What follows belongs to an exercise in optimizing a design on an open flow for small area, a short achievable clock period and few clock cycles; a production flow would make more cautious choices.
Where RTL was checked, it was by simulation tests only, not by an equivalence proof against the original.
For runs 3 and 4, only the layout was checked, not whether the RTL still works.
Power and IR drop assume default switching activity.

## design/flow/config.mk

```make
export PLATFORM = sky130hd
export DESIGN_NAME = JAM
export DESIGN_NICKNAME = JAM
export VERILOG_FILES = /design/flow/design.v
export SDC_FILE = /design/flow/constraint.sdc
export NUM_CORES = 4
export LEC_CHECK = 0
export ABC_AREA = 1
export CAP_MARGIN = 20
export CORE_MARGIN = 2
export CORE_UTILIZATION = 40
export SETUP_SLACK_MARGIN = 5
export SLEW_MARGIN = 20
```

## design/flow/constraint.sdc

```tcl
create_clock -name core_clock -period 10.0 [get_ports {CLK}]
set_input_delay 2.0000 -clock core_clock [delete_from_list [all_inputs] [get_ports {CLK}]]
set_output_delay 2.0000 -clock core_clock [all_outputs]
set_load 0.01 [all_outputs]
```

## design/flow/design.v

```verilog
module JAM (
	input				CLK,
	input				RST,
	output	reg	[2:0]	W,
	output	reg	[2:0]	J,
	input		[6:0]	Cost,
	output	reg	[3:0]	MatchCount,
	output	reg	[9:0]	MinCost,
	output				Valid
);
localparam	S_A		= 4'd0;		 
localparam	S_SEL	= 4'd2;		 
localparam	S_C		= 4'd3;		 
localparam	S_D		= 4'd4;		 
localparam	S_AUG	= 4'd5;		 
localparam	S_B1	= 4'd7;		 
localparam	S_B2	= 4'd8;		 
localparam	S_CNT	= 4'd9;		 
localparam	S_DONE	= 4'd10;
localparam	S_UW	= 4'd6;		 
localparam	O_NONE	= 3'd0;
localparam	O_A		= 3'd1;
localparam	O_D		= 3'd3;
localparam	O_B1	= 3'd4;
localparam	O_B2	= 3'd5;
reg			rst_q;
reg			valid_r;
assign Valid = valid_r & ~rst_q;
reg [3:0]	state;
reg [6:0]	nv   [0:7];		 
reg [7:0]	dst  [0:7];		 
reg [2:0]	pred [0:7];		 
reg [2:0]	p    [0:7];		 
reg [7:0]	mcol;			 
reg [7:0]	sc;				 
reg [8:0]	delta;			 
reg [7:0]	ur;				 
reg [7:0]	bv;				 
reg [2:0]	bj;				 
reg [2:0]	jc;				 
reg [2:0]	I;				 
reg			first;
reg			mp;				 
reg			sc_old;			 
reg [2:0]	op2;
reg [6:0]	c2;				 
reg [2:0]	j2;				 
reg [2:0]	w2;				 
reg			f2;				 
reg [8:0]	q2;				 
wire [6:0]	nvp = q2[6:0];
reg [7:0]	dstp;			 
reg [2:0]	predp;			 
function [3:0] next_free;
	input [7:0] b;
	input [3:0] a;
	integer k;
	begin
		next_free = 4'd8;
		for (k = 7; k >= 0; k = k - 1)
			if (!b[k] && (a[3] || k > a)) next_free = k;
	end
endfunction
function [2:0] col_of;
	input [2:0] r;
	input [23:0] pp;
	integer k;
	begin
		col_of = 3'd0;
		for (k = 0; k < 8; k = k + 1)
			if (pp[3*k +: 3] == r) col_of = k;
	end
endfunction
wire [23:0]	p_flat = {p[7], p[6], p[5], p[4], p[3], p[2], p[1], p[0]};
wire [8:0]	nd    = q2 + c2;
wire		upd   = nd < {1'b0, dstp};
wire [7:0]	dn    = upd ? nd[7:0] : dstp;
wire		take  = f2 || (upd ? nd < {1'b0, bv} : dstp < bv);
wire [7:0]	d_a   = c2 + nvp;
wire [7:0]	tc    = d_a;
wire		tight = tc == ur;
wire [7:0]	onehot2 = 8'd1 << j2;
wire		take_a = j2 == 3'd0 || d_a < bv;
wire		take_f = (op2 == O_A) ? take_a : (op2 == O_D) && take;
wire [7:0]	onehotbj = 8'd1 << bj;
wire [6:0]	nvJ   = nv[J];
wire [7:0]	dstJ  = dst[J];
wire [6:0]	nv_upJ = ((state == S_A || ((state == S_B1 || state == S_B2) && W == 3'd0)) && sc[J]) ? nvJ + delta[6:0] - dstJ[6:0] : nvJ;
wire [6:0]	nv_iss = (state == S_A && I == 3'd0) ? 7'd0 : nv_upJ;
wire [8:0]	dq    = first ? delta - {2'b00, q2[6:0]} - {2'b00, c2} : delta;
wire [3:0]	n_sc  = next_free(sc, {1'b0, J});
wire [3:0]	n_mc  = next_free(mcol, {1'b0, J});
wire [3:0]	n_sc0 = next_free(sc, 4'd8);
wire [7:0]	onehotJ = 8'd1 << J;
wire [7:0]	trow  = dst[I];
wire [3:0]	n_cnt = next_free(~trow | sc, first ? 4'd8 : {1'b0, bj});
wire [2:0]	jbk   = pred[I - 3'd1];
wire [7:0]	sc_bk = sc & ~(8'd1 << jbk);
wire [3:0]	n_par = next_free(~dst[I - 3'd1] | sc_bk, {1'b0, jbk});
wire [7:0]	fr    = ~sc;
reg  [7:0]	f_lo, f_hi;
integer q;
always @(*) begin
	for (q = 0; q < 8; q = q + 1) begin
		f_lo[q] = fr[q] && ((fr & ((8'd1 << q) - 8'd1)) == 8'd0);
		f_hi[q] = fr[q] && ((fr & ~((8'd2 << q) - 8'd1)) == 8'd0);
	end
end
wire [7:0]	f_mid = fr & ~f_lo & ~f_hi;
wire [7:0]	t5    = dst[5];
wire [7:0]	t6    = dst[6];
wire [7:0]	t7    = dst[7];
wire [2:0]	ra    = {|(t5 & f_hi), |(t5 & f_mid), |(t5 & f_lo)};
wire [2:0]	rb    = {|(t6 & f_hi), |(t6 & f_mid), |(t6 & f_lo)};
wire [2:0]	rc    = {|(t7 & f_hi), |(t7 & f_mid), |(t7 & f_lo)};
wire [2:0]	c5    = {2'b00, ra[0] & rb[1] & rc[2]} + {2'b00, ra[0] & rb[2] & rc[1]}
					+ {2'b00, ra[1] & rb[0] & rc[2]} + {2'b00, ra[1] & rb[2] & rc[0]}
					+ {2'b00, ra[2] & rb[0] & rc[1]} + {2'b00, ra[2] & rb[1] & rc[0]};
always @(posedge CLK) rst_q <= RST;
always @(posedge CLK) begin
	if (rst_q) begin
		state		<= S_A;
		op2			<= O_NONE;
		I			<= 3'd0;
		W			<= 3'd0;
		J			<= 3'd0;
		mcol		<= 8'd0;
		sc			<= 8'd0;
		MinCost		<= 10'd0;
		MatchCount	<= 4'd0;
		valid_r		<= 1'b0;
	end else begin
		c2	<= Cost;
		q2	<= (state == S_D) ? dq + {2'b00, nvJ} : {2'b00, nv_iss};
		dstp	<= dstJ;
		predp	<= pred[J];
		j2	<= J;
		w2	<= W;
		case (op2)
		O_A: begin
			nv[j2]	<= nvp;
			dst[j2]	<= d_a;
			pred[j2]	<= j2;
			sc[j2]	<= 1'b0;
			if (take_a) begin
				bv	<= d_a;
				bj	<= j2;
			end
		end
		O_D: begin
			dst[j2]	<= dn;
			pred[j2]	<= upd ? jc : predp;
			if (take) begin
				bv	<= dn;
				bj	<= j2;
			end
		end
		O_B1: begin
			nv[j2]	<= nvp;
			ur		<= tc;
			MinCost	<= MinCost + c2;
			bv		<= onehot2;
		end
		O_B2: begin
			nv[j2]	<= nvp;
			if (tight) bv[j2] <= 1'b1;
			if (f2) dst[w2] <= bv | (tight ? onehot2 : 8'd0);
		end
		default: ;
		endcase
		op2	<= O_NONE;
		f2	<= 1'b0;
		case (state)
		S_A: begin
			op2		<= O_A;
			J		<= J + 3'd1;
			if (J == 3'd7) state <= S_SEL;
		end
		S_SEL: begin
			mp		<= take_f;
			sc_old	<= sc[bj];
			delta	<= {1'b0, bv};
			J		<= bj;
			jc		<= bj;
			sc		<= (sc & ~((op2 == O_A) ? onehot2 : 8'd0)) | onehotbj;
			if (mcol[bj]) W <= p[bj];
			state	<= mcol[bj] ? S_C : S_AUG;
		end
		S_C: begin
			if (mp) begin
				sc[jc]	<= sc_old;
				state	<= S_SEL;
			end else begin
				J		<= n_sc0[2:0];
				first	<= 1'b1;
				state	<= S_D;
			end
		end
		S_D: begin
			op2		<= O_D;
			f2		<= first;
			first	<= 1'b0;
			delta	<= dq;
			if (!n_sc[3]) J <= n_sc[2:0];
			else state <= S_SEL;
		end
		S_AUG: begin
			if (mp) begin
				sc[jc]	<= sc_old;
				state	<= S_SEL;
			end else if (pred[J] == J) begin
				mcol[J]	<= 1'b1;
				p[J]	<= I;
				J		<= 3'd0;
				if (I == 3'd7) begin
					W		<= 3'd0;
					state	<= S_UW;
				end else begin
					I		<= I + 3'd1;
					W		<= I + 3'd1;
					state	<= S_A;
				end
			end else begin
				mcol[J]	<= 1'b1;
				p[J]	<= p[pred[J]];
				J		<= pred[J];
			end
		end
		S_UW: begin
			J		<= col_of(W, p_flat);
			state	<= S_B1;
		end
		S_B1: begin
			op2		<= O_B1;
			mcol	<= onehotJ;
			J		<= next_free(onehotJ, 4'd8);
			state	<= S_B2;
		end
		S_B2: begin
			op2		<= O_B2;
			if (!n_mc[3]) begin
				J		<= n_mc[2:0];
			end else begin
				f2		<= 1'b1;
				if (W == 3'd7) begin
					sc		<= 8'd0;
					I		<= 3'd0;
					first	<= 1'b1;
					state	<= S_CNT;
				end else begin
					W		<= W + 3'd1;
					J		<= col_of(W + 3'd1, p_flat);
					state	<= (W == 3'd0) ? S_UW : S_B1;
				end
			end
		end
		S_CNT: begin
			if (I == 3'd5) MatchCount <= MatchCount + {1'b0, c5};
			if (I != 3'd5 && !n_cnt[3]) begin
				pred[I]	<= n_cnt[2:0];
				sc[n_cnt[2:0]]	<= 1'b1;
				I		<= I + 3'd1;
				first	<= 1'b1;
			end else if (I == 3'd0) begin
				state	<= S_DONE;
			end else if (!n_par[3]) begin
				pred[I - 3'd1]	<= n_par[2:0];
				sc		<= sc_bk | (8'd1 << n_par[2:0]);
				first	<= 1'b1;
			end else begin
				I		<= I - 3'd1;
				sc		<= sc_bk;
				bj		<= jbk;
				first	<= 1'b0;
			end
		end
		default: begin
			valid_r	<= 1'b1;
		end
		endcase
	end
end
endmodule
```

## design/flow/flow/run.sh

```bash
#!/bin/bash
set -euo pipefail
sed -e 's/SETUP_SLACK_MARGIN=[0-9.]*/SETUP_SLACK_MARGIN=6.5/' \
    -e 's/CLKGATE_MAP_FILE= /CLKGATE_MAP_FILE= ADDER_MAP_FILE= /' standard.sh > standard_margin.sh
grep -q 'SETUP_SLACK_MARGIN=6.5' standard_margin.sh
grep -q 'ADDER_MAP_FILE= ' standard_margin.sh
bash standard_margin.sh > flow_make.log 2>&1
```

## design/flow/standard.sh

```bash
#!/bin/bash
# synth_recipe.tcl (not shown) runs the flow's synth.tcl, then flattens the netlist and writes it again
# the make line also repeats each setting of config.mk as NAME=value (left out here)
make -C /OpenROAD-flow-scripts/flow DESIGN_CONFIG=/design/flow/config.mk WORK_HOME=/design/flow/orfs CLKGATE_MAP_FILE= SYNTH_SCRIPT=/design/flow/synth_recipe.tcl "${@:-finish}"
```

==> impl_metrics.tcl, run 1 <==
set metrics [dict create \
    gr-total-overflow 0 \
    globalplace.congestion 0.978 \
    largest_net_degree_at_the_start_of_global_routing 70 \
    swShare_pct 49.8 \
    cts_inserted_buffers 36 \
    synth-async-reset-ratio_pct 0 \
    layout.filler_cells 4711 \
    via_count_of_the_first_global_routing_pass 18400 \
    grtUsageTotal_pct 28.9 \
    cp-startpoint "state[3]" \
    finalSetupTns_ps 0 \
    multi_input_comb_area_mm2 0.0101 \
    worst_slew_pin_slew_ps 1240 \
    synth_sequential_area_ratio_pct 42.2 \
    ys_warn_count 1 \
    dpl.hpwl_um 54000 \
    synth_cell_type_count 71 \
    startpoint_type "flip-flop" \
    port_buffers 29 \
    finish_stage_setup_viols 0 \
    cts_tree "done" \
    share_clk_of_total_power_pct 17.2 \
    post_cts_hold_buffer_count 0 \
    regToRegStartpoint "state[3]" \
    synth-edff-count 236 \
    fp.dieArea_mm2 0.0506 \
    initialDrtViolationCount 2118 \
    die_h_um 225 \
    p_int_w 0.00382 \
    timing.critical_path.required_ps 10240 \
    grt_antenna_before_repair 5 \
    std_cell_rows 80 \
    finalWirelength_um 75000 \
    path_clk_slew_ps 60 \
    post_synth_inst_count 2608 \
    power.static_leakage_nw 9.24 \
    critical_path.endpoint_type "flip-flop" \
    post-route-period-util_pct 34.7 \
    chipWidth_um 225 \
    cellPowerDensity_mw_per_mm2 336 \
    holdWs_ps 438 \
    hold_path_class "reg -> reg" \
    route.detailed.vias_per_inst 5.91 \
    grt_pass1_wl_um 111000 \
    htree_levels 2 \
    syn-num-nets 2617 \
    worst_clock_skew_ps 35.0 \
    clock_tree.root_cell "sky130_fd_sc_hd__clkbuf_16" \
    clock_path_buffers 3 \
    cp_data_arrival_time_ps 3710 \
    maxSlewViolCount 0 \
    power.share.sequential_pct 24.7 \
    finalHoldViolCount 0 \
    layout_min_cycle_time_ps 3470 \
    drive_above_1_share_pct 11.8 \
    final_net_count 2685 \
    detail_route.wl_per_cell_um 22.6 \
    clock_latency_ps 580 \
    grt_setup_unrepaired "true" \
    drt_pass1_iterations 6 \
    seq_cell_area_mm2 0.00827 \
    status "no timing/DRC/antenna violations" \
    fp.coreArea_mm2 0.0479 \
    switchingPower_w 0.00379 \
    rrSetupSlack_ps 6530 \
    tritoncts_num_sinks 293 \
    detailroute.via_count 19600 \
    slew_headroom_pct 17.6 \
    peakVddDrop_mv 0.167 \
    synth-seq-cells 293 \
    drt.antenna.violating_nets 0 \
    synthesized_area_per_cell_um2 7.48 \
    ys_dominant_reg_cell "sky130_fd_sc_hd__edfxtp_1" \
    io_pins 30 \
    synth_area_mm2 0.0195 \
    worst_hold_startpoint "rst_q" \
    initial_core_util_pct 40.7 \
    worstPathMaxFanout 8 \
    peak_clock_frequency_supported_by_timing_mhz 288 \
    comb_pwr_share_pct 58.1 \
    drc 0 \
    synthToLayoutAreaGrowth_pct 16.1 \
    criticalPathCategory "reg -> reg" \
    max_cap_viol_count 0 \
]
-- worst paths after layout --
kind | to | depth (start not counted)
max | pred[7][1] | 13
min reg2reg | valid_r | 1
max reg2reg | pred[7][1] | 13
min | valid_r | 1
-- power groups by stage --
stage	Clock (W)	Sequential [W]	Combinational, W
2_1_floorplan	0	0.00177	0.00275
4_1_cts	0.00133	0.00188	0.00398
3_5_place_dp	0	0.00195	0.00377
3_3_place_gp	0	0.00195	0.00373
6_report	0.00131	0.00188	0.00442
5_1_grt	0.00137	0.00189	0.00480
-- sequential cells by signal, summed over array words and instances (netlist names), 8 cells and up, named ones only --
name / count
dst: 64
ur: 8
pred: 24
nv: 56
mcol: 8
delta: 9
bv: 8
MinCost: 10
p: 24
dstp: 8
sc: 8
q2: 9
-- worst max-delay path: stages (launching register included) --
cell and delay, ps:
sky130_fd_sc_hd__dfxtp_1 400, sky130_fd_sc_hd__inv_1 110, sky130_fd_sc_hd__nor2_1 100, sky130_fd_sc_hd__nand2_1 110
sky130_fd_sc_hd__nor2_1 540, sky130_fd_sc_hd__inv_1 340, sky130_fd_sc_hd__nor2_1 280, sky130_fd_sc_hd__nand3_1 210
sky130_fd_sc_hd__nor2_8 260, sky130_fd_sc_hd__buf_12 150, sky130_fd_sc_hd__a21oi_2 40, sky130_fd_sc_hd__inv_2 160
sky130_fd_sc_hd__nand2_4 150, sky130_fd_sc_hd__o22ai_1 280
-- cells by family after synthesis --
group / Yosys count / share of synthesized area [%]
XOR/XNOR: 73 / 3.47
flip-flops: 293 / 42.2
buffers and inverters: 420 / 8.53
multiplexers: 2 / 0.103
AND/OR/NAND/NOR: 1120 / 25.0
adder cells (fa/ha/maj): 1 / 0.0513
AO/OA/AOI/OAI: 699 / 20.7
-- cell type report --
cell class	count	area share [%]
inverters	336	5.86
repair buffers	114	4.67
multi-input cells	1895	44.5
clock inverters	20	0.878
well taps	615	3.40
clock buffers	45	4.21
flip-flops and latches	293	36.5
diodes	1	0.0110
-- cell usage after synthesis (all sizes together), types with 7 or more instances --
cell / number / area share (%)
nand2: 526 / 11
o31ai: 8 / 0.31
xor2: 54 / 2.6
nor3: 36 / 0.92
xnor2: 19 / 0.85
nand4: 22 / 0.74
nor2: 328 / 6.9
o21ai: 325 / 8.5
a22oi: 24 / 0.92
o22ai: 53 / 1.7
dfxtp: 57 / 5.8
a31oi: 13 / 0.45
o211ai: 31 / 1.2
edfxtp: 236 / 36
a21oi: 171 / 4.4
nand3: 181 / 4.9
o221ai: 7 / 0.31
or2: 15 / 0.48
clkbuf: 53 / 1.0
clkinv: 8 / 0.15
buf: 31 / 0.99
a21boi: 8 / 0.31
a211oi: 8 / 0.31
o2111ai: 15 / 0.67
inv: 328 / 6.4
-- per-stage QoR --
step                      setup WS, ps  instances  util, %  power, W  area, um^2
after global routing              6370       3318     47.2   0.00807       22600
final                             6530       3319     47.2   0.00761       22700
after detailed placement          5590       3185     42.4   0.00572       20300
after global placement            5550       3185     42.4   0.00568       20300
after CTS                         6400       3278     45.8   0.00719       21900
after floorplan                   6780       2608        -   0.00452       19500
-- layer usage --
metal  track usage, %  wire (um)  up-vias
met5                0         73        -
met4             14.3       3530        6
met3             5.68       7340      224
met2             44.9      33300     1069
met1             38.6      30700     9217
li1                 -          -     9093
-- layout by cell type, fill, tap and decap left out, drive strengths merged, types with 3 or more instances in the layout --
master,count
o2111ai,15
o211ai,31
o22ai,53
nand4,22
clkdlybuf4s50,13
o21a,3
dlygate4sd2,12
nand3b,6
nand3,181
a21o,3
clkinv,20
nor2,328
a211oi,8
bufinv,3
a2111oi,3
a221oi,6
or2,15
buf,84
clkbuf,46
a221o,4
a21oi,171
dfxtp,57
a21boi,8
xor2,54
edfxtp,236
a22oi,24
nor3,36
o31ai,8
nor4,5
a31oi,13
nand2,526
clkinvlp,6
xnor2,19
inv,327
dlymetal6s2s,4
o21ai,325
o221ai,7
-- what timing repair did --
item,4_1_cts,5_1_grt
cloned,0,0
setup buffers,28,40
pin swaps,5,18
setup endpoints to repair,226,250
resized for setup,91,105
Testbench counts, summed over its fixed seeds: cycles 11,912.
==> run 2: changes to the inputs <==
==> design/flow/flow/run.sh (replaced) <==
#!/bin/bash
set -euo pipefail
sed 's/SETUP_SLACK_MARGIN=[0-9.]*/SETUP_SLACK_MARGIN=6/' standard.sh > standard_margin.sh
grep -q 'SETUP_SLACK_MARGIN=6' standard_margin.sh
bash standard_margin.sh > flow_make.log 2>&1
==> run 2 against run 1 <==
  * Still clean
  * Synthesized area grew 5.5%
  * Combinational power up 13%
  * Die area grew 5.4%
  * Largest power group unchanged
==> impl_metrics.tcl, run 2 <==
set metrics [dict create \
    status "no timing/DRC/antenna violations" \
    synth_top_cells_by_count "609 x sky130_fd_sc_hd__nand2_1, 317 x sky130_fd_sc_hd__inv_1, 272 x sky130_fd_sc_hd__o21ai_0" \
    finish_stage_setup_viols 0 \
    grt_setup_unrepaired "true" \
    worst_clock_skew_ps 31.1 \
    syn-num-nets 2821 \
    cts_inserted_buffers 36 \
    grt_antenna_before_repair 0 \
    share_clk_of_total_power_pct 15.8 \
    worstPathMaxFanout 13 \
    htree_levels 2 \
    clock_path_buffers 3 \
    synth_cell_type_count 60 \
    peak_clock_frequency_supported_by_timing_mhz 254 \
    std_cell_rows 83 \
    post_synth_inst_count 2692 \
    synthToLayoutAreaGrowth_pct 15.5 \
    grt_pass1_wl_um 119000 \
    reg2reg_to "MatchCount[2]" \
    drive_above_1_share_pct 10.6 \
    via_count_of_the_first_global_routing_pass 19000 \
    clock_tree.root_cell "sky130_fd_sc_hd__clkbuf_16" \
    drt.antenna.violating_nets 0 \
    grtUsageTotal_pct 29.5 \
    fp.dieArea_mm2 0.0533 \
    worst_slew_pin_slew_ps 1050 \
    regToRegStartpoint "sc[7]" \
    drt_pass1_iterations 8 \
    largest_stage_delay_on_the_critical_path_ps 710 \
    ys_warn_count 1 \
    maxSlewViolCount 0 \
    layout_min_cycle_time_ps 3940 \
    post_cts_hold_buffer_count 0 \
    cp.buffers_inverters 1 \
    cts_tree "done" \
    ys_top_cells_by_area "sky130_fd_sc_hd__edfxtp_1 34%, sky130_fd_sc_hd__nand2_1 11%, sky130_fd_sc_hd__o21ai_0 6.6%" \
    chipWidth_um 231 \
    post-synth-top-area-cell "sky130_fd_sc_hd__edfxtp_1" \
    slew_headroom_pct 29.1 \
    hold_path_class "reg -> reg" \
    finalWirelength_um 79700 \
    swShare_pct 50.8 \
    finalHoldViolCount 0 \
    dpl.hpwl_um 58600 \
    comb_pwr_share_pct 61.1 \
    hold-path-endpoint "MatchCount[3]" \
    ys_dominant_reg_cell "sky130_fd_sc_hd__edfxtp_1" \
    synth-async-reset-ratio_pct 0 \
    layout.cells.most_common "sky130_fd_sc_hd__nand2_1" \
    slowest_stage "sky130_fd_sc_hd__dfxtp_1" \
    setup_ws_ps 6060 \
    synthDominantCellAreaShare_pct 34.4 \
    min_path_cells 1 \
    detailroute.via_count 20100 \
    synthesized_area_per_cell_um2 7.65 \
    switchingPower_w 0.00417 \
    finalSetupTns_ps 0 \
    worstRegToRegCells 12 \
    synth_area_mm2 0.0206 \
    worst_hold_startpoint "MatchCount[3]" \
    cp_data_arrival_time_ps 1940 \
    initial_core_util_pct 40.3 \
    power.static_leakage_nw 9.88 \
    die_h_um 231 \
    route.detailed.vias_per_inst 5.80 \
    synth_sequential_area_ratio_pct 39.9 \
    clock_latency_ps 570 \
    peakVddDrop_mv 0.144 \
    fp.coreArea_mm2 0.0511 \
    fin_util_pct 46.6 \
    path_clk_slew_ps 50 \
    largest_reg_flops 64 \
    cp_cell_sequence "clkdlybuf4s50_1" \
    layout_top_registers "dst x64, nv x56" \
    power.share.sequential_pct 23.1 \
    placement_setup_slack_ps 4250 \
    p_int_w 0.00403 \
    final_net_count 2886 \
    drc 0 \
    initialDrtViolationCount 2235 \
    finalInstanceArea_mm2 0.0238 \
    detail_route.wl_per_cell_um 23.0 \
    post-route-period-util_pct 39.4 \
    tritoncts_num_sinks 293 \
    mostFrequentLayoutCells "596 x sky130_fd_sc_hd__nand2_1, 297 x sky130_fd_sc_hd__inv_1, 253 x sky130_fd_sc_hd__o21ai_0" \
    gr-total-overflow 0 \
    detailed_place.area_mm2 0.0215 \
    port_buffers 29 \
    crit_family "flip-flops" \
    synth-seq-cells 293 \
    timing.critical_path.required_ps 8000 \
    synth-edff-count 236 \
    critical_path.endpoint_type "output port" \
    io_pins 30 \
    globalplace.congestion 0.992 \
    post-synth-top-count-cell "sky130_fd_sc_hd__nand2_1" \
    startpoint_type "flip-flop" \
    largest_net_degree_at_the_start_of_global_routing 77 \
    max_cap_viol_count 0 \
    criticalPathCategory "reg -> out" \
    cellPowerDensity_mw_per_mm2 345 \
    top_register "dst" \
    rrSetupSlack_ps 6080 \
]
==> run 2: worst max path at each step <==
stage	from	to	slack [ps]	depth (start not counted)
2_1_floorplan	sc[1]	MatchCount[2]	6020	17
5_1_grt	q2[0]	dst[1][4]	5960	21
4_1_cts	sc[5]	MatchCount[2]	6000	14
3_5_place_dp	I[0]	pred[0][1]	4250	18
6_report	J[0]	J[0]	6060	1
3_3_place_gp	I[0]	pred[4][0]	4480	18
==> run 2: area by class of cell <==
type	instances	area, um^2
sequential	293	8250
multi-input combinational	1976	11100
antenna	1	2.50
timing repair buffer	120	1100
timing repair inverter	1	5.00
clock inverter	17	144
tap	680	851
fill	5141	27300
clock buffer	49	1000
inverter	329	1290
==> run 2: through the flow <==
step | total power [W] | hold WS (ps) | std cells
final | 0.00820 | 458 | 3466
after global routing | 0.00877 | 485 | 3465
after CTS | 0.00792 | 458 | 3424
after detailed placement | 0.00637 | 445 | 3331
after global placement | 0.00631 | 442 | 3331
after floorplan | 0.00491 | 421 | 2692
==> run 2: routing by layer <==
layer  GRT usage (%)  part of all wire [%]
met2            48.1                    46
met4            15.3                   5.4
met3            4.06                   7.2
met1            38.3                    41
met5               0                     0
==> run 2: cell families after synthesis <==
logic type / Yosys count / synth area share (%)
xor+xnor: 66 / 2.88
buf+inv: 425 / 8.26
simple gates: 1139 / 23.0
flops: 293 / 39.9
fa+ha+maj: 120 / 8.02
compound gates: 649 / 17.9
==> run 2: timing repair <==
item,in CTS,in global routing
cloned,2,1
pin swaps,10,19
endpoints found under the setup margin,184,146
hold endpoints to repair,0,0
resized for setup,95,70
buffers inserted,25,40
==> run 2: power groups by stage <==
stage	Combinational, W	Sequential, W	Clock (W)
floorplan	0.00313	0.00178	0
global placement	0.00437	0.00194	0
detailed placement	0.00443	0.00194	0
CTS	0.00472	0.00189	0.00131
global route	0.00550	0.00191	0.00136
finish	0.00501	0.00189	0.00130
==> run 3: changes to the inputs <==
--- a/design/flow/design.v
+++ b/design/flow/design.v
@@ -13,16 +13,13 @@
 localparam	S_C		= 4'd3;		 
 localparam	S_D		= 4'd4;		 
 localparam	S_AUG	= 4'd5;		 
-localparam	S_B1	= 4'd7;		 
-localparam	S_B2	= 4'd8;		 
+localparam	S_B		= 4'd7;		 
 localparam	S_CNT	= 4'd9;		 
 localparam	S_DONE	= 4'd10;
-localparam	S_UW	= 4'd6;		 
 localparam	O_NONE	= 3'd0;
 localparam	O_A		= 3'd1;
 localparam	O_D		= 3'd3;
-localparam	O_B1	= 3'd4;
-localparam	O_B2	= 3'd5;
+localparam	O_B		= 3'd4;
 reg			rst_q;
 reg			valid_r;
 assign Valid = valid_r & ~rst_q;
@@ -61,37 +58,24 @@
 			if (!b[k] && (a[3] || k > a)) next_free = k;
 	end
 endfunction
-function [2:0] col_of;
-	input [2:0] r;
-	input [23:0] pp;
-	integer k;
-	begin
-		col_of = 3'd0;
-		for (k = 0; k < 8; k = k + 1)
-			if (pp[3*k +: 3] == r) col_of = k;
-	end
-endfunction
-wire [23:0]	p_flat = {p[7], p[6], p[5], p[4], p[3], p[2], p[1], p[0]};
 wire [8:0]	nd    = q2 + c2;
 wire		upd   = nd < {1'b0, dstp};
 wire [7:0]	dn    = upd ? nd[7:0] : dstp;
 wire		take  = f2 || (upd ? nd < {1'b0, bv} : dstp < bv);
 wire [7:0]	d_a   = c2 + nvp;
-wire [7:0]	tc    = d_a;
-wire		tight = tc == ur;
+wire		b_new = j2 == 3'd0 || d_a < ur;		 
+wire [7:0]	b_row = b_new ? onehot2 : (d_a == ur) ? bv | onehot2 : bv;
 wire [7:0]	onehot2 = 8'd1 << j2;
 wire		take_a = j2 == 3'd0 || d_a < bv;
 wire		take_f = (op2 == O_A) ? take_a : (op2 == O_D) && take;
 wire [7:0]	onehotbj = 8'd1 << bj;
 wire [6:0]	nvJ   = nv[J];
 wire [7:0]	dstJ  = dst[J];
-wire [6:0]	nv_upJ = ((state == S_A || ((state == S_B1 || state == S_B2) && W == 3'd0)) && sc[J]) ? nvJ + delta[6:0] - dstJ[6:0] : nvJ;
+wire [6:0]	nv_upJ = ((state == S_A || (state == S_B && W == 3'd0)) && sc[J]) ? nvJ + delta[6:0] - dstJ[6:0] : nvJ;
 wire [6:0]	nv_iss = (state == S_A && I == 3'd0) ? 7'd0 : nv_upJ;
 wire [8:0]	dq    = first ? delta - {2'b00, q2[6:0]} - {2'b00, c2} : delta;
 wire [3:0]	n_sc  = next_free(sc, {1'b0, J});
-wire [3:0]	n_mc  = next_free(mcol, {1'b0, J});
 wire [3:0]	n_sc0 = next_free(sc, 4'd8);
-wire [7:0]	onehotJ = 8'd1 << J;
 wire [7:0]	trow  = dst[I];
 wire [3:0]	n_cnt = next_free(~trow | sc, first ? 4'd8 : {1'b0, bj});
 wire [2:0]	jbk   = pred[I - 3'd1];
@@ -155,16 +139,15 @@
 				bj	<= j2;
 			end
 		end
-		O_B1: begin
+		O_B: begin
 			nv[j2]	<= nvp;
-			ur		<= tc;
-			MinCost	<= MinCost + c2;
-			bv		<= onehot2;
-		end
-		O_B2: begin
-			nv[j2]	<= nvp;
-			if (tight) bv[j2] <= 1'b1;
-			if (f2) dst[w2] <= bv | (tight ? onehot2 : 8'd0);
+			if (b_new) ur <= d_a;
+			bv		<= b_row;
+			if (j2 == 3'd7) dst[w2] <= b_row;
+			if (w2 == 3'd0)
+				MinCost	<= MinCost - {3'd0, nvp};
+			else if (j2 == 3'd0)
+				MinCost	<= MinCost + {2'b00, ur};
 		end
 		default: ;
 		endcase
@@ -214,7 +197,7 @@
 				J		<= 3'd0;
 				if (I == 3'd7) begin
 					W		<= 3'd0;
-					state	<= S_UW;
+					state	<= S_B;
 				end else begin
 					I		<= I + 3'd1;
 					W		<= I + 3'd1;
@@ -226,31 +209,16 @@
 				J		<= pred[J];
 			end
 		end
-		S_UW: begin
-			J		<= col_of(W, p_flat);
-			state	<= S_B1;
-		end
-		S_B1: begin
-			op2		<= O_B1;
-			mcol	<= onehotJ;
-			J		<= next_free(onehotJ, 4'd8);
-			state	<= S_B2;
-		end
-		S_B2: begin
-			op2		<= O_B2;
-			if (!n_mc[3]) begin
-				J		<= n_mc[2:0];
-			end else begin
-				f2		<= 1'b1;
+		S_B: begin
+			op2		<= O_B;
+			J		<= J + 3'd1;
+			if (J == 3'd7) begin
+				W		<= W + 3'd1;
 				if (W == 3'd7) begin
 					sc		<= 8'd0;
 					I		<= 3'd0;
 					first	<= 1'b1;
 					state	<= S_CNT;
-				end else begin
-					W		<= W + 3'd1;
-					J		<= col_of(W + 3'd1, p_flat);
-					state	<= (W == 3'd0) ? S_UW : S_B1;
 				end
 			end
 		end
@@ -262,6 +230,7 @@
 				I		<= I + 3'd1;
 				first	<= 1'b1;
 			end else if (I == 3'd0) begin
+				MinCost	<= MinCost + {2'b00, ur};
 				state	<= S_DONE;
 			end else if (!n_par[3]) begin
 				pred[I - 3'd1]	<= n_par[2:0];
==> design/flow/flow/run.sh (replaced) <==
#!/bin/bash
set -euo pipefail
sed -e 's/SETUP_SLACK_MARGIN=[0-9.]*/SETUP_SLACK_MARGIN=6.5/' \
    -e 's/CLKGATE_MAP_FILE= /CLKGATE_MAP_FILE= ADDER_MAP_FILE= /' standard.sh > standard_margin.sh
grep -q 'SETUP_SLACK_MARGIN=6.5' standard_margin.sh
grep -q 'ADDER_MAP_FILE= ' standard_margin.sh
bash standard_margin.sh > flow_make.log 2>&1
==> run 3 against run 2 <==
  * Worst hold slack better by 5.9 ps
  * Utilization up 0.88 points
  * Clock power about the same
  * Worst setup slack better by 470 ps
  * Still clean
  * Critical path type unchanged
==> impl_metrics.tcl, run 3 <==
set metrics [dict create \
    status "no timing/DRC/antenna violations" \
    grt_util_met3_pct 4.30 \
    cp_data_arrival_time_ps 1470 \
    slowest_stage "sky130_fd_sc_hd__clkdlybuf4s50_1" \
    worst_slew_pin_slew_ps 1120 \
    holdWs_ps 464 \
    detailroute.via_count 20100 \
    ys_warn_count 1 \
    clock_tree.root_cell "sky130_fd_sc_hd__clkbuf_16" \
    multi_input_comb_area_mm2 0.00980 \
    initial_core_util_pct 40.2 \
    synthToLayoutAreaGrowth_pct 17.9 \
    comb_pwr_share_pct 57.0 \
    drt.antenna.violating_nets 0 \
    timing.critical_path.required_ps 8000 \
    cp_cell_sequence "clkdlybuf4s50_1" \
    criticalPathCategory "reg -> out" \
    synth-edff-count 236 \
    route.detailed.vias_per_inst 5.97 \
    worstPathMaxFanout 5 \
    post_cts_hold_buffer_count 0 \
    chipWidth_um 222 \
    largest_reg_flops 64 \
    cts_tree "done" \
    hold_path_class "reg -> reg" \
    startpoint_type "flip-flop" \
    mostFrequentLayoutCells "548 x sky130_fd_sc_hd__nand2_1, 305 x sky130_fd_sc_hd__inv_1, 301 x sky130_fd_sc_hd__nor2_1" \
    cellPowerDensity_mw_per_mm2 331 \
    clock_path_buffers 3 \
    post-synth-top-count-cell "sky130_fd_sc_hd__nand2_1" \
    drc 0 \
    io_pins 30 \
    top_usage_layer "met2" \
    globalplace.congestion 0.968 \
    synthesized_area_per_cell_um2 7.26 \
    largest_net_degree_at_the_start_of_global_routing 64 \
    worst_clock_skew_ps 43.1 \
    die_h_um 222 \
    synth-async-reset-ratio_pct 0 \
    peakVddDrop_mv 0.181 \
    use_met1_pct 40.8 \
    max_cap_viol_count 0 \
    post-route-period-util_pct 34.7 \
    power.static_leakage_nw 9.31 \
    fp.coreArea_mm2 0.0474 \
    swShare_pct 50.1 \
    layout.filler_cells 4747 \
    htree_levels 2 \
    ys_dominant_reg_cell "sky130_fd_sc_hd__edfxtp_1" \
    syn-num-nets 2636 \
    ys_top_cells_by_area "sky130_fd_sc_hd__edfxtp_1 37%, sky130_fd_sc_hd__nand2_1 11%, sky130_fd_sc_hd__o21ai_0 8.6%" \
    detail_route.wl_per_cell_um 22.4 \
    final_net_count 2732 \
    switchingPower_w 0.00373 \
    grt_setup_unrepaired "true" \
    synthDominantCellAreaShare_pct 37.1 \
    synth_area_mm2 0.0191 \
    grt_antenna_before_repair 2 \
    layout_top_registers "dst x64, nv x56" \
    post-synth-top-area-cell "sky130_fd_sc_hd__edfxtp_1" \
    power.share.sequential_pct 25.4 \
    synth_top_cells_by_count "575 x sky130_fd_sc_hd__nand2_1, 327 x sky130_fd_sc_hd__o21ai_0, 325 x sky130_fd_sc_hd__nor2_1" \
    slew_headroom_pct 25.4 \
    synth_cell_type_count 60 \
    drt_pass1_iterations 6 \
    layout_min_cycle_time_ps 3470 \
    p_total_w 0.00744 \
    via_count_of_the_first_global_routing_pass 18400 \
    maxSlewViolCount 0 \
    synth-seq-cells 293 \
    critical_path.endpoint_type "output port" \
    std_cell_rows 80 \
    fin_util_pct 47.4 \
    share_clk_of_total_power_pct 17.6 \
    p_int_w 0.00371 \
    grt.met2_usage_pct 46.5 \
    layout.cells.most_common "sky130_fd_sc_hd__nand2_1" \
    initialDrtViolationCount 2437 \
    seq_cell_area_mm2 0.00828 \
    synth_sequential_area_ratio_pct 43.1 \
    largest_stage_delay_on_the_critical_path_ps 550 \
    port_buffers 29 \
    fp.dieArea_mm2 0.0495 \
    finish_stage_setup_viols 0 \
    post_synth_inst_count 2627 \
    peak_clock_frequency_supported_by_timing_mhz 288 \
    top_register "dst" \
    finalHoldViolCount 0 \
    rrSetupSlack_ps 6570 \
    gr-total-overflow 0 \
    drive_above_1_share_pct 12.9 \
    grtUsageTotal_pct 29.5 \
    cts_inserted_buffers 37 \
    cp.buffers_inverters 1 \
    crit_family "buffers and inverters" \
    grt_pass1_wl_um 112000 \
    dpl.hpwl_um 53400 \
    finalSetupTns_ps 0 \
    tritoncts_num_sinks 293 \
    finalWirelength_um 75300 \
    clock_latency_ps 580 \
    path_clk_slew_ps 50 \
]
[run 3: cell types whose count changed after synthesis, moves of 20 or more]
cell,previous run,this run
sky130_fd_sc_hd__nor2_1,250,325
sky130_fd_sc_hd__fa_1,20,0
sky130_fd_sc_hd__xnor2_1,31,8
sky130_fd_sc_hd__o21ai_0,272,327
sky130_fd_sc_hd__nand2_1,609,575
sky130_fd_sc_hd__o22ai_1,38,58
sky130_fd_sc_hd__a21oi_1,193,171
sky130_fd_sc_hd__nor3_1,48,13
sky130_fd_sc_hd__ha_1,100,0
[run 3: worst paths after layout]
path         startpoint         end  depth (start not counted)
max reg2reg       q2[1]   dst[4][4]                         22
min             valid_r     valid_r                          2
max          MinCost[4]  MinCost[4]                          1
min reg2reg     valid_r     valid_r                          2
[run 3: layer usage]
metal	wire [um]	vias up
met2	33400	1112
met4	3120	2
met3	6710	220
met5	10	-
li1	-	9201
met1	32100	9549
[run 3: power groups by stage]
stage          clock [W]  sequential [W]  combinational (W)
2_1_floorplan          0         0.00176            0.00259
3_3_place_gp           0         0.00194            0.00355
3_5_place_dp           0         0.00194            0.00358
4_1_cts          0.00132         0.00187            0.00385
5_1_grt          0.00137         0.00190            0.00464
6_report         0.00131         0.00189            0.00425
[run 3: area by class of cell]
type / count / area share, %
diodes: 1 / 0.0111
multi-input cells: 1919 / 43.6
inverters: 335 / 5.80
flip-flops and latches: 293 / 36.8
well taps: 615 / 3.42
repair inverters: 5 / 0.145
repair buffers: 132 / 5.18
clock buffers: 49 / 4.59
clock inverters: 14 / 0.506
[run 3: logic make-up after synthesis]
logic type               share of synthesized area (%)
buffers and inverters                             8.33
flip-flops                                        43.1
AO/OA/AOI/OAI                                     21.9
AND/OR/NAND/NOR                                   24.8
adder cells (fa/ha/maj)                         0.0525
XOR/XNOR                                          1.70
multiplexers                                    0.0525
[run 3: stage by stage]
stage | std cells | setup WS (ps) | instance area, um^2
floorplan | 2627 | 6920 | 19100
global placement | 3208 | 5490 | 19900
detailed placement | 3208 | 5420 | 19900
CTS | 3319 | 6470 | 21700
global route | 3362 | 6370 | 22500
finish | 3363 | 6530 | 22500
[run 3: what timing repair did]
action,in CTS,in global routing
gates cloned,4,3
endpoints found under the hold margin,0,0
pin swaps,6,20
setup buffers,44,40
resized for setup,117,153
setup endpoints to repair,221,237
==> run 4: changes to the inputs <==
==> design/flow/flow/run.sh (replaced) <==
#!/bin/bash
set -euo pipefail
sed -e 's/SETUP_SLACK_MARGIN=[0-9.]*/SETUP_SLACK_MARGIN=7/' \
    -e 's/CLKGATE_MAP_FILE= /CLKGATE_MAP_FILE= ADDER_MAP_FILE= /' standard.sh > standard_margin.sh
grep -q 'SETUP_SLACK_MARGIN=7' standard_margin.sh
grep -q 'ADDER_MAP_FILE= ' standard_margin.sh
bash standard_margin.sh > flow_make.log 2>&1
==> run 4 against run 3 <==
  * Highest routed layer is now met4
  * Design area rose by 17%
  * Clock-buffer cell count fell by 1
  * Flip-flop and latch count did not move
  * Worst setup slack improved by 180 ps
  * Clock skew fell by 15 ps
  * Largest cell class unchanged
  * Still clean
==> impl_metrics.tcl, run 4 <==
set metrics [dict create \
    fin_util_pct 55.5 \
    route.detailed.vias_per_inst 6.05 \
    synth_sequential_area_ratio_pct 43.1 \
    drc 0 \
    cp.buffers_inverters 5 \
    timing.critical_path.required_ps 10290 \
    top_usage_layer "met2" \
    peak_clock_frequency_supported_by_timing_mhz 303 \
    worst_clock_skew_ps 28.5 \
    detailroute.via_count 21500 \
    grt_setup_unrepaired "true" \
    post-synth-top-area-cell "sky130_fd_sc_hd__edfxtp_1" \
    startpoint_type "flip-flop" \
    worstPathMaxFanout 11 \
    synth_cell_type_count 60 \
    post_cts_hold_buffer_count 0 \
    synthesized_area_per_cell_um2 7.26 \
    clock_path_buffers 3 \
    synthToLayoutAreaGrowth_pct 38.1 \
    post-route-period-util_pct 33.0 \
    synth_area_mm2 0.0191 \
    layout.cells.most_common "sky130_fd_sc_hd__nand2_1" \
    clock_latency_ps 580 \
    crit_family "simple AND/OR/NAND/NOR gates" \
    gr-total-overflow 0 \
    grt_antenna_before_repair 1 \
    ys_dominant_reg_cell "sky130_fd_sc_hd__edfxtp_1" \
    critical_path.endpoint_type "flip-flop" \
    status "no timing/DRC/antenna violations" \
    synth_top_cells_by_count "575 x sky130_fd_sc_hd__nand2_1, 327 x sky130_fd_sc_hd__o21ai_0, 325 x sky130_fd_sc_hd__nor2_1" \
    globalplace.congestion 0.984 \
    worst_slew_pin_slew_ps 1220 \
    drt_pass1_iterations 7 \
    layout_min_cycle_time_ps 3300 \
    post-synth-top-count-cell "sky130_fd_sc_hd__nand2_1" \
    drive_above_1_share_pct 29.7 \
    mostFrequentLayoutCells "445 x sky130_fd_sc_hd__nand2_1, 273 x sky130_fd_sc_hd__inv_1, 255 x sky130_fd_sc_hd__nor2_1" \
    slowest_stage "sky130_fd_sc_hd__dfxtp_1" \
    detail_route.wl_per_cell_um 23.5 \
    grt_util_met3_pct 6.37 \
    drt.antenna.violating_nets 0 \
    htree_levels 2 \
    max_cap_viol_count 0 \
    cp_cell_sequence "inv_2 -> nand2_8 -> buf_4 -> inv_1 -> nor2_1 -> nand3_4 -> o21bai_4 -> buf_12 -> o21ai_4 -> inv_2 -> nor2_4 -> nand2_8 -> nand2_1 -> o21ai_2" \
    cts_inserted_buffers 35 \
    cellPowerDensity_mw_per_mm2 343 \
    clock_tree.root_cell "sky130_fd_sc_hd__clkbuf_16" \
    finalSetupTns_ps 0 \
    cts_tree "done" \
    largest_stage_delay_on_the_critical_path_ps 550 \
    tritoncts_num_sinks 293 \
    die_h_um 222 \
    use_met1_pct 41.5 \
    maxSlewViolCount 0 \
    slew_headroom_pct 18.4 \
    synth-seq-cells 293 \
    synthDominantCellAreaShare_pct 37.1 \
    fp.dieArea_mm2 0.0495 \
    layout_top_registers "dst x64, nv x56" \
    criticalPathCategory "reg -> reg" \
    insertedDiodeCount 0 \
    ys_top_cells_by_area "sky130_fd_sc_hd__edfxtp_1 37%, sky130_fd_sc_hd__nand2_1 11%, sky130_fd_sc_hd__o21ai_0 8.6%" \
    finish_stage_setup_viols 0 \
    ys_warn_count 1 \
    post_synth_inst_count 2627 \
    holdWs_ps 462 \
    final_net_count 2915 \
    grt.met2_usage_pct 50.3 \
    port_buffers 29 \
    peakVddDrop_mv 0.174 \
    std_cell_rows 80 \
    initialDrtViolationCount 2679 \
    hold_path_class "reg -> reg" \
    grtUsageTotal_pct 31.6 \
    synth-edff-count 236 \
    finalWirelength_um 83400 \
    largest_reg_flops 64 \
    path_clk_slew_ps 60 \
    chipWidth_um 222 \
    finalHoldViolCount 0 \
    cp_data_arrival_time_ps 3590 \
    fp.coreArea_mm2 0.0474 \
    dpl.hpwl_um 53000 \
    largest_net_degree_at_the_start_of_global_routing 71 \
    grt_pass1_wl_um 119000 \
    io_pins 30 \
    via_count_of_the_first_global_routing_pass 19500 \
    top_register "dst" \
    syn-num-nets 2636 \
    power.static_leakage_nw 10.7 \
    initial_core_util_pct 40.2 \
    synth-async-reset-ratio_pct 0 \
]
run 4: cells by family after synthesis:
| family | share of synthesized area (%) |
|---|---|
| fa+ha+maj | 0.0525 |
| simple gates | 24.8 |
| mux | 0.0525 |
| compound gates | 21.9 |
| flops | 43.1 |
| xor+xnor | 1.70 |
| buf+inv | 8.33 |
run 4: worst paths after layout:
check	slack (ps)	cells after the start	from	to
max	6700	14	I[2]	pred[3][1]
min	460	2	mcol[1]	mcol[1]
max reg2reg	6700	14	I[2]	pred[3][1]
min reg2reg	460	2	mcol[1]	mcol[1]
run 4: where the power goes:
| group | internal (W) | total, W | switching (W) | leakage, nW |
|---|---|---|---|---|
| combinational | 0.00215 | 0.00586 | 0.00371 | 7.47 |
| clock | 0.000753 | 0.00129 | 0.000540 | 0.549 |
| sequential | 0.00165 | 0.00187 | 0.000228 | 2.67 |
| total | 0.00455 | 0.00903 | 0.00448 | 10.7 |
run 4: per-stage QoR:
stage / power (W) / std cells / cell area [um^2] / setup WS, ps
floorplan: 0.00435 / 2627 / 19100 / 7020
global placement: 0.00549 / 3203 / 19900 / 5330
detailed placement: 0.00552 / 3203 / 19900 / 5250
CTS: 0.00787 / 3444 / 24200 / 6730
global route: 0.00946 / 3545 / 26300 / 6610
finish: 0.00903 / 3545 / 26300 / 6700
run 4: area by class of cell:
cell class | count | area, um^2
repair buffers | 314 | 3090
inverters | 335 | 1360
clock inverters | 13 | 158
well taps | 615 | 769
clock buffers | 48 | 965
fillers | 4248 | 21100
flip-flops and latches | 293 | 8340
multi-input cells | 1922 | 11600
repair inverters | 5 | 37.5
run 4: worst register-to-register path: cells and delay by family, from the launching register on:
family / cells / cell delay, ps
AO/OA/AOI/OAI: 3 / 500
buffers and inverters: 5 / 810
AND/OR/NAND/NOR: 6 / 1180
flip-flops: 1 / 550
run 4: repair_timing:
item                       CTS  global route
gates resized for setup    585           367
buffers inserted           165            99
setup endpoints to repair  319           351
pin swaps                  102           142
cloned                      15             2
run 4: routing by layer:
metal  share of wire, %  up-vias
li1                   -     9584
met1                 40    10200
met2                 45     1323
met3                9.9      340
met4                5.4        0
met5                  0        -
==> run 5: changes to the inputs <==
--- a/design/flow/design.v
+++ b/design/flow/design.v
@@ -24,10 +24,10 @@
 reg			valid_r;
 assign Valid = valid_r & ~rst_q;
 reg [3:0]	state;
-reg [6:0]	nv   [0:7];		 
-reg [7:0]	dst  [0:7];		 
-reg [2:0]	pred [0:7];		 
-reg [2:0]	p    [0:7];		 
+reg [55:0]	nv;				 
+reg [63:0]	dst;			 
+reg [23:0]	pred;			 
+reg [23:0]	p;				 
 reg [7:0]	mcol;			 
 reg [7:0]	sc;				 
 reg [8:0]	delta;			 
@@ -69,18 +69,19 @@
 wire		take_a = j2 == 3'd0 || d_a < bv;
 wire		take_f = (op2 == O_A) ? take_a : (op2 == O_D) && take;
 wire [7:0]	onehotbj = 8'd1 << bj;
-wire [6:0]	nvJ   = nv[J];
-wire [7:0]	dstJ  = dst[J];
+wire [6:0]	nvJ   = nv[7*(J) +: 7];
+wire [7:0]	dstJ  = dst[8*(J) +: 8];
 wire [6:0]	nv_upJ = ((state == S_A || (state == S_B && W == 3'd0)) && sc[J]) ? nvJ + delta[6:0] - dstJ[6:0] : nvJ;
 wire [6:0]	nv_iss = (state == S_A && I == 3'd0) ? 7'd0 : nv_upJ;
 wire [8:0]	dq    = first ? delta - {2'b00, q2[6:0]} - {2'b00, c2} : delta;
 wire [3:0]	n_sc  = next_free(sc, {1'b0, J});
 wire [3:0]	n_sc0 = next_free(sc, 4'd8);
-wire [7:0]	trow  = dst[I];
+wire [7:0]	trow  = dst[8*(I) +: 8];
 wire [3:0]	n_cnt = next_free(~trow | sc, first ? 4'd8 : {1'b0, bj});
-wire [2:0]	jbk   = pred[I - 3'd1];
+wire [2:0]	Im1   = I - 3'd1;
+wire [2:0]	jbk   = pred[3*(Im1) +: 3];
 wire [7:0]	sc_bk = sc & ~(8'd1 << jbk);
-wire [3:0]	n_par = next_free(~dst[I - 3'd1] | sc_bk, {1'b0, jbk});
+wire [3:0]	n_par = next_free(~dst[8*(Im1) +: 8] | sc_bk, {1'b0, jbk});
 wire [7:0]	fr    = ~sc;
 reg  [7:0]	f_lo, f_hi;
 integer q;
@@ -91,9 +92,9 @@
 	end
 end
 wire [7:0]	f_mid = fr & ~f_lo & ~f_hi;
-wire [7:0]	t5    = dst[5];
-wire [7:0]	t6    = dst[6];
-wire [7:0]	t7    = dst[7];
+wire [7:0]	t5    = dst[8*(5) +: 8];
+wire [7:0]	t6    = dst[8*(6) +: 8];
+wire [7:0]	t7    = dst[8*(7) +: 8];
 wire [2:0]	ra    = {|(t5 & f_hi), |(t5 & f_mid), |(t5 & f_lo)};
 wire [2:0]	rb    = {|(t6 & f_hi), |(t6 & f_mid), |(t6 & f_lo)};
 wire [2:0]	rc    = {|(t7 & f_hi), |(t7 & f_mid), |(t7 & f_lo)};
@@ -117,14 +118,14 @@
 		c2	<= Cost;
 		q2	<= (state == S_D) ? dq + {2'b00, nvJ} : {2'b00, nv_iss};
 		dstp	<= dstJ;
-		predp	<= pred[J];
+		predp	<= pred[3*(J) +: 3];
 		j2	<= J;
 		w2	<= W;
 		case (op2)
 		O_A: begin
-			nv[j2]	<= nvp;
-			dst[j2]	<= d_a;
-			pred[j2]	<= j2;
+			nv[7*(j2) +: 7]	<= nvp;
+			dst[8*(j2) +: 8]	<= d_a;
+			pred[3*(j2) +: 3]	<= j2;
 			sc[j2]	<= 1'b0;
 			if (take_a) begin
 				bv	<= d_a;
@@ -132,18 +133,18 @@
 			end
 		end
 		O_D: begin
-			dst[j2]	<= dn;
-			pred[j2]	<= upd ? jc : predp;
+			dst[8*(j2) +: 8]	<= dn;
+			pred[3*(j2) +: 3]	<= upd ? jc : predp;
 			if (take) begin
 				bv	<= dn;
 				bj	<= j2;
 			end
 		end
 		O_B: begin
-			nv[j2]	<= nvp;
+			nv[7*(j2) +: 7]	<= nvp;
 			if (b_new) ur <= d_a;
 			bv		<= b_row;
-			if (j2 == 3'd7) dst[w2] <= b_row;
+			if (j2 == 3'd7) dst[8*(w2) +: 8] <= b_row;
 			if (w2 == 3'd0)
 				MinCost	<= MinCost - {3'd0, nvp};
 			else if (j2 == 3'd0)
@@ -166,7 +167,7 @@
 			J		<= bj;
 			jc		<= bj;
 			sc		<= (sc & ~((op2 == O_A) ? onehot2 : 8'd0)) | onehotbj;
-			if (mcol[bj]) W <= p[bj];
+			if (mcol[bj]) W <= p[3*(bj) +: 3];
 			state	<= mcol[bj] ? S_C : S_AUG;
 		end
 		S_C: begin
@@ -191,9 +192,9 @@
 			if (mp) begin
 				sc[jc]	<= sc_old;
 				state	<= S_SEL;
-			end else if (pred[J] == J) begin
+			end else if (pred[3*(J) +: 3] == J) begin
 				mcol[J]	<= 1'b1;
-				p[J]	<= I;
+				p[3*(J) +: 3]	<= I;
 				J		<= 3'd0;
 				if (I == 3'd7) begin
 					W		<= 3'd0;
@@ -205,8 +206,8 @@
 				end
 			end else begin
 				mcol[J]	<= 1'b1;
-				p[J]	<= p[pred[J]];
-				J		<= pred[J];
+				p[3*(J) +: 3]	<= p[3*(pred[3*(J) +: 3]) +: 3];
+				J		<= pred[3*(J) +: 3];
 			end
 		end
 		S_B: begin
@@ -225,7 +226,7 @@
 		S_CNT: begin
 			if (I == 3'd5) MatchCount <= MatchCount + {1'b0, c5};
 			if (I != 3'd5 && !n_cnt[3]) begin
-				pred[I]	<= n_cnt[2:0];
+				pred[3*(I) +: 3]	<= n_cnt[2:0];
 				sc[n_cnt[2:0]]	<= 1'b1;
 				I		<= I + 3'd1;
 				first	<= 1'b1;
@@ -233,7 +234,7 @@
 				MinCost	<= MinCost + {2'b00, ur};
 				state	<= S_DONE;
 			end else if (!n_par[3]) begin
-				pred[I - 3'd1]	<= n_par[2:0];
+				pred[3*(Im1) +: 3]	<= n_par[2:0];
 				sc		<= sc_bk | (8'd1 << n_par[2:0]);
 				first	<= 1'b1;
 			end else begin
==> design/flow/flow/run.sh (replaced) <==
#!/bin/bash
set -euo pipefail
sed -e 's/SETUP_SLACK_MARGIN=[0-9.]*/SETUP_SLACK_MARGIN=6.5/' \
    -e 's/CLKGATE_MAP_FILE= /CLKGATE_MAP_FILE= ADDER_MAP_FILE= /' standard.sh > standard_margin.sh
grep -q 'SETUP_SLACK_MARGIN=6.5' standard_margin.sh
grep -q 'ADDER_MAP_FILE= ' standard_margin.sh
bash standard_margin.sh > flow_make.log 2>&1
--- a/design/flow/config.mk
+++ b/design/flow/config.mk
@@ -5,7 +5,7 @@
 export SDC_FILE = /design/flow/constraint.sdc
 export NUM_CORES = 4
 export LEC_CHECK = 0
-export ABC_AREA = 1
+export ABC_AREA = 0
 export CAP_MARGIN = 20
 export CORE_MARGIN = 2
 export CORE_UTILIZATION = 40
==> run 5 against run 4 <==
  * Worst hold slack better by 12 ps
  * Non-clock buffer count increased by 20
  * Largest power group unchanged
  * Sequential share of layout area shrank 3.6 points
  * Clock power up 11%
  * Global-route usage shrank 0.72 points
  * Utilization down 1.7 points
  * Largest cell class unchanged
  * Register-to-register slack lost 810 ps
  * Maximum frequency is 20% lower
  * Design area rose by 9.8%
  * Flip-flop and latch count shrank 9
==> impl_metrics.tcl, run 5 <==
set metrics [dict create \
    status "no timing/DRC/antenna violations" \
    largest_reg_flops 64 \
    worst_clock_skew_ps 27.0 \
    largest_net_degree_at_the_start_of_global_routing 65 \
    initialDrtViolationCount 2847 \
    synth_top_cells_by_count "250 x sky130_fd_sc_hd__nand2_1, 241 x sky130_fd_sc_hd__nor2_1, 236 x sky130_fd_sc_hd__edfxtp_1" \
    drc 0 \
    synth_cell_type_count 92 \
    worst_slew_pin_slew_ps 1300 \
    mostFrequentLayoutCells "236 x sky130_fd_sc_hd__edfxtp_1, 233 x sky130_fd_sc_hd__nand2_1, 218 x sky130_fd_sc_hd__nor2_1" \
    layout.cells.most_common "sky130_fd_sc_hd__edfxtp_1" \
    drt_pass1_iterations 7 \
    clock_latency_ps 600 \
    io_pins 30 \
    cp-startpoint "c2[0]" \
    ys_warn_count 1 \
    cts_tree "done" \
    post-synth-top-area-cell "sky130_fd_sc_hd__edfxtp_1" \
    cp_data_arrival_time_ps 4510 \
    slew_headroom_pct 13.2 \
    slowest_stage "sky130_fd_sc_hd__edfxtp_1" \
    finalWirelength_um 91600 \
    drive_above_1_share_pct 33.6 \
    detail_route.wl_per_cell_um 27.8 \
    synth-seq-cells 284 \
    gr-total-overflow 0 \
    final_net_count 2579 \
    p_total_w 0.00953 \
    hold_path_class "reg -> reg" \
    top_layer "met4" \
    ys_dominant_reg_cell "sky130_fd_sc_hd__edfxtp_1" \
    startpoint_type "flip-flop" \
    grt_pass1_wl_um 132000 \
    synthToLayoutAreaGrowth_pct 33.4 \
    grtUsageTotal_pct 30.8 \
    critical-path-top-cell-by-count "sky130_fd_sc_hd__maj3_2" \
    top_register "dst" \
    switchingPower_w 0.00431 \
    swShare_pct 45.3 \
    globalplace.congestion 0.969 \
    htree_levels 2 \
    maxSlewViolCount 0 \
    insertedDiodeCount 0 \
    ys_top_cells_by_area "sky130_fd_sc_hd__edfxtp_1 33%, sky130_fd_sc_hd__mux4_2 6.9%, sky130_fd_sc_hd__dfxtp_1 4.4%" \
    synth_sequential_area_ratio_pct 37.1 \
    wl_met1_um 34900 \
    layout_top_registers "dst x64, nv x56" \
    max_cap_viol_count 0 \
    synthDominantCellAreaShare_pct 32.7 \
    clock_path_buffers 3 \
    post_cts_hold_buffer_count 0 \
    post-route-period-util_pct 41.0 \
    power.share.sequential_pct 20.4 \
    initial_core_util_pct 40.4 \
    synthesized_area_per_cell_um2 9.20 \
    critical_path.endpoint_type "flip-flop" \
    grt_setup_unrepaired "true" \
    std_cell_rows 85 \
    dpl.hpwl_um 57100 \
    port_buffers 29 \
    grt_antenna_before_repair 0 \
    cp_cell_sequence "buf_12 -> buf_8 -> xor2_4 -> nand2_2 -> xnor2_4 -> nor2_2 -> inv_1 -> maj3_2 -> maj3_2 -> maj3_2 -> maj3_2 -> maj3_2 -> maj3_2 -> or3_4 -> a21oi_2" \
    synth_area_mm2 0.0217 \
    cts_inserted_buffers 37 \
    layout_min_cycle_time_ps 4100 \
    dr_wl_met3_um 10500 \
    finalSetupTns_ps 0 \
    share_clk_of_total_power_pct 15.0 \
    drt.antenna.violating_nets 0 \
    detailroute.via_count 22100 \
    synth-edff-count 236 \
    post-synth-top-count-cell "sky130_fd_sc_hd__nand2_1" \
    fp.coreArea_mm2 0.0537 \
    syn-num-nets 2367 \
    peak_clock_frequency_supported_by_timing_mhz 244 \
    route.detailed.vias_per_inst 6.70 \
    largest_stage_delay_on_the_critical_path_ps 410 \
    via_count_of_the_first_global_routing_pass 20500 \
    path_clk_slew_ps 60 \
    post_synth_inst_count 2358 \
    p_int_w 0.00522 \
    peakVddDrop_mv 0.167 \
    tritoncts_num_sinks 284 \
    worst_hold_startpoint "mcol[5]" \
    cellPowerDensity_mw_per_mm2 330 \
    criticalPathCategory "reg -> reg" \
    chipWidth_um 237 \
    fp.dieArea_mm2 0.0561 \
    worstPathMaxFanout 6 \
    timing.critical_path.required_ps 10410 \
    finish_stage_setup_viols 0 \
    power.static_leakage_nw 10.2 \
    die_h_um 237 \
    met2_length_um 41000 \
    synth-async-reset-ratio_pct 0 \
    comb_pwr_share_pct 64.6 \
    finalHoldViolCount 0 \
    regToRegStartpoint "c2[0]" \
    clock_tree.root_cell "sky130_fd_sc_hd__clkbuf_16" \
]
==> run 5: layout make-up <==
cell class | instances | area (um^2)
fillers | 4620 | 24800
multi-input cells | 1844 | 14900
flip-flops and latches | 284 | 8110
repair buffers | 334 | 3480
clock buffers | 42 | 955
well taps | 696 | 871
clock inverters | 26 | 318
inverters | 69 | 274
==> run 5: repair_timing <==
action | 4_1_cts | 5_1_grt
gates resized for setup | 325 | 210
gates cloned | 11 | 5
pin swaps | 95 | 100
setup endpoints to repair | 210 | 161
setup buffers | 158 | 90
==> run 5: worst max-delay path: cells and delay by family (launching register included) <==
family / cells / cell delay (ps)
compound gates: 1 / 150
xor+xnor: 2 / 360
buf+inv: 3 / 360
flops: 1 / 410
simple gates: 3 / 590
fa+ha+maj: 6 / 2030
==> run 5: logic make-up (layout without fill, tap and decap cells) <==
family | count (synthesis) | after routing | synth area share (%)
AO/OA/AOI/OAI | 714 | 715 | 22.1
XOR/XNOR | 102 | 102 | 4.40
adder cells (fa/ha/maj) | 32 | 32 | 1.51
buffers and inverters | 231 | 471 | 4.29
flip-flops | 284 | 284 | 37.1
multiplexers | 201 | 201 | 13.5
AND/OR/NAND/NOR | 794 | 794 | 17.1
==> run 5: power groups by stage <==
stage          logic (W)  registers, W  clock network (W)
3_3_place_gp     0.00394       0.00206                  0
2_1_floorplan    0.00316       0.00176                  0
5_1_grt          0.00648       0.00196            0.00149
6_report         0.00615       0.00194            0.00143
4_1_cts          0.00523       0.00197            0.00144
3_5_place_dp     0.00398       0.00206                  0
==> run 5: layer usage <==
layer	GRT usage, %	up-vias
met5	0	-
met4	13.9	0
met3	8.39	339
met2	47.8	1493
met1	40.3	10800
li1	-	9471
==> run 5: final timing paths <==
kind	endpoint	slack (ps)	depth (start not counted)
worst min register to register	mcol[5]	470	1
worst max register to register	q2[8]	5900	15
worst max-delay path	q2[8]	5900	15
worst min-delay path	mcol[5]	470	1
==> run 5: through the flow <==
stage	hold WS, ps	util [%]	instances	setup slack (ps)	instance area [um^2]
global route	483	53.8	3295	5780	28900
floorplan	427	-	2358	6230	22100
finish	474	53.8	3295	5900	28900
detailed placement	454	42.6	2963	4750	22900
CTS	469	50.5	3200	5960	27100
global placement	441	42.6	2963	4850	22900
Testbench counts of run 5, summed over its fixed seeds: cycles 11,840.
==> run 6: changes to the inputs <==
--- a/design/flow/config.mk
+++ b/design/flow/config.mk
@@ -5,7 +5,7 @@
 export SDC_FILE = /design/flow/constraint.sdc
 export NUM_CORES = 4
 export LEC_CHECK = 0
-export ABC_AREA = 0
+export ABC_AREA = 1
 export CAP_MARGIN = 20
 export CORE_MARGIN = 2
 export CORE_UTILIZATION = 40
==> run 6 against run 5 <==
  * Design area decreased by 11%
  * Largest cell class unchanged
  * Clock power decreased by 8%
  * Routed wire length increased by 7.9%
  * Synthesized area increased by 4.1%
==> impl_metrics.tcl, run 6 <==
set metrics [dict create \
    synth_cell_type_count 69 \
    largest_net_degree_at_the_start_of_global_routing 65 \
    synth_sequential_area_ratio_pct 35.7 \
    layout_min_cycle_time_ps 3550 \
    placement_setup_slack_ps 5310 \
    synthesized_area_fraction_occupied_by_xor_and_xnor_cells_pct 1.40 \
    grt_setup_unrepaired "true" \
    clock_latency_ps 580 \
    finalSetupTns_ps 0 \
    worst_slew_pin_slew_ps 1170 \
    finalInstanceArea_mm2 0.0256 \
    cts_inserted_buffers 37 \
    mostFrequentLayoutCells "748 x sky130_fd_sc_hd__nand2_1, 367 x sky130_fd_sc_hd__o21ai_0, 353 x sky130_fd_sc_hd__inv_1" \
    detailroute.via_count 25400 \
    critical_path.endpoint_type "output port" \
    top_register "dst" \
    fp.dieArea_mm2 0.0583 \
    route.detailed.vias_per_inst 6.16 \
    synthToLayoutAreaGrowth_pct 13.6 \
    startpoint_type "flip-flop" \
    std_cell_rows 87 \
    hold_path_class "reg -> reg" \
    layout_top_registers "dst x64, nv x56" \
    htree_levels 2 \
    layout.cells.most_common "sky130_fd_sc_hd__nand2_1" \
    initial_core_util_pct 40.2 \
    post-synth-top-count-cell "sky130_fd_sc_hd__nand2_1" \
    synth_fa_ha_area_share_pct 0 \
    drive_above_1_share_pct 10.7 \
    largest_reg_flops 64 \
    gr-total-overflow 0 \
    synth_top_family_by_area "simple AND/OR/NAND/NOR gates" \
    drc 0 \
    dpl.hpwl_um 70000 \
    drt_pass1_iterations 7 \
    finish_stage_setup_viols 0 \
    timing.critical_path.required_ps 8000 \
    synthDominantCellAreaShare_pct 31.4 \
    post_synth_inst_count 3316 \
    status "no timing/DRC/antenna violations" \
    via_count_of_the_first_global_routing_pass 22900 \
    synth_area_mm2 0.0226 \
    clock_path_buffers 3 \
    power.static_leakage_nw 10.6 \
    finalHoldViolCount 0 \
    finalWirelength_um 98900 \
    worst_clock_skew_ps 20.7 \
    port_buffers 29 \
    layout.filler_cells 5811 \
    syn-num-nets 3325 \
    grt_pass1_wl_um 146000 \
    peakVddDrop_mv 0.206 \
    globalplace.congestion 1.08 \
    synth_top_cells_by_count "764 x sky130_fd_sc_hd__nand2_1, 378 x sky130_fd_sc_hd__o21ai_0, 360 x sky130_fd_sc_hd__inv_1" \
    post-route-period-util_pct 35.5 \
    synthSimpleGateAreaFrac_pct 27.2 \
    synth-edff-count 236 \
    post-synth-top-area-cell "sky130_fd_sc_hd__edfxtp_1" \
    synthesized_area_per_cell_um2 6.80 \
    grt_antenna_before_repair 1 \
    post_cts_hold_buffer_count 0 \
    slew_headroom_pct 22.0 \
    maxSlewViolCount 0 \
    fp.coreArea_mm2 0.0561 \
    ys_dominant_reg_cell "sky130_fd_sc_hd__edfxtp_1" \
    tritoncts_num_sinks 284 \
    fin_util_pct 45.7 \
    detail_route.wl_per_cell_um 24.0 \
    ys_warn_count 1 \
    holdWs_ps 464 \
    chipWidth_um 241 \
    cp_data_arrival_time_ps 1550 \
    worstPathMaxFanout 17 \
    ys_top_cells_by_area "sky130_fd_sc_hd__edfxtp_1 31%, sky130_fd_sc_hd__nand2_1 13%, sky130_fd_sc_hd__o21ai_0 8.4%" \
    synth-seq-cells 284 \
    synthMuxAreaShare_pct 0.0444 \
    io_pins 30 \
    max_cap_viol_count 0 \
    peak_clock_frequency_supported_by_timing_mhz 282 \
    setup_ws_ps 6450 \
    final_net_count 3340 \
    synth-async-reset-ratio_pct 0 \
    drt.antenna.violating_nets 0 \
    detailed_place.area_mm2 0.0235 \
    criticalPathCategory "reg -> out" \
    path_clk_slew_ps 70 \
    die_h_um 241 \
    synth_compound_area_share_pct 26.0 \
    cts_tree "done" \
    cellPowerDensity_mw_per_mm2 324 \
    clock_tree.root_cell "sky130_fd_sc_hd__clkbuf_16" \
    initialDrtViolationCount 3726 \
    grtUsageTotal_pct 33.4 \
]
==> run 6: final timing paths <==
kind / cells past startpoint / slack, ps / end / from
hold / removal: 2 / 460 / mcol[3] / mcol[3]
setup / recovery: 2 / 6450 / J[2] / J[2]
setup reg to reg: 19 / 6500 / MinCost[6] / I[1]
hold reg to reg: 2 / 460 / mcol[3] / mcol[3]
==> run 6: kinds of logic after synthesis <==
kind of cell	Yosys count
compound gates	1003
xor+xnor	36
buf+inv	547
flops	284
mux	1
simple gates	1445
==> run 6: final cells by class <==
type                            count  area (um^2)  area share [%]
Timing Repair Buffer              108         1010            3.93
Sequential cell                   284         8090            31.6
Multi-Input combinational cell   2488        12800            49.9
Tap cell                          756          946            3.69
Inverter                          410         1610            6.28
Clock buffer                       50         1070            4.16
Antenna cell                        4         10.0          0.0391
Timing Repair inverter              2         12.5          0.0488
Clock inverter                     16         85.1           0.332
==> run 6: critical path, stage by stage (launching register included) <==
cell and delay [ps]:
sky130_fd_sc_hd__dfxtp_2 430, sky130_fd_sc_hd__buf_12 230, sky130_fd_sc_hd__dlygate4sd2_1 300
==> run 6: what timing repair did <==
| action | in CTS | in global routing |
|---|---|---|
| pin swaps | 7 | 13 |
| gates resized for setup | 79 | 101 |
| buffers inserted | 17 | 24 |
| cloned | 5 | 2 |
| setup endpoints to repair | 185 | 163 |
| hold endpoints to repair | 0 | 0 |
==> run 6: metrics by stage <==
stage,instances,power [W]
6_report,4118,0.00830
3_5_place_dp,4000,0.00644
3_3_place_gp,4000,0.00645
4_1_cts,4088,0.00787
2_1_floorplan,3316,0.00496
5_1_grt,4114,0.00875
==> run 6: metal layers <==
layer | track usage, % | routed length [um] | vias to the layer above
met5 | 0 | 0 | -
met4 | 15.8 | 5440 | 0
met3 | 7.32 | 12500 | 366
met2 | 50.0 | 41400 | 1820
met1 | 45.7 | 39500 | 11700
li1 | - | - | 11500
==> run 6: report_power, final <==
group / internal, W / switching [W] / total (W)
clock network: 0.000748 / 0.000564 / 0.00131
registers: 0.00163 / 0.000304 / 0.00193
logic: 0.00142 / 0.00363 / 0.00505

Check on run 6: ideal ports give 6.448 ns setup slack; a clkbuf_16 on the clock port and buf_2 on the inputs give 6.384 ns; moving port delays by the midpoint clock arrival (0.635 ns) as well gives 6.500 ns.
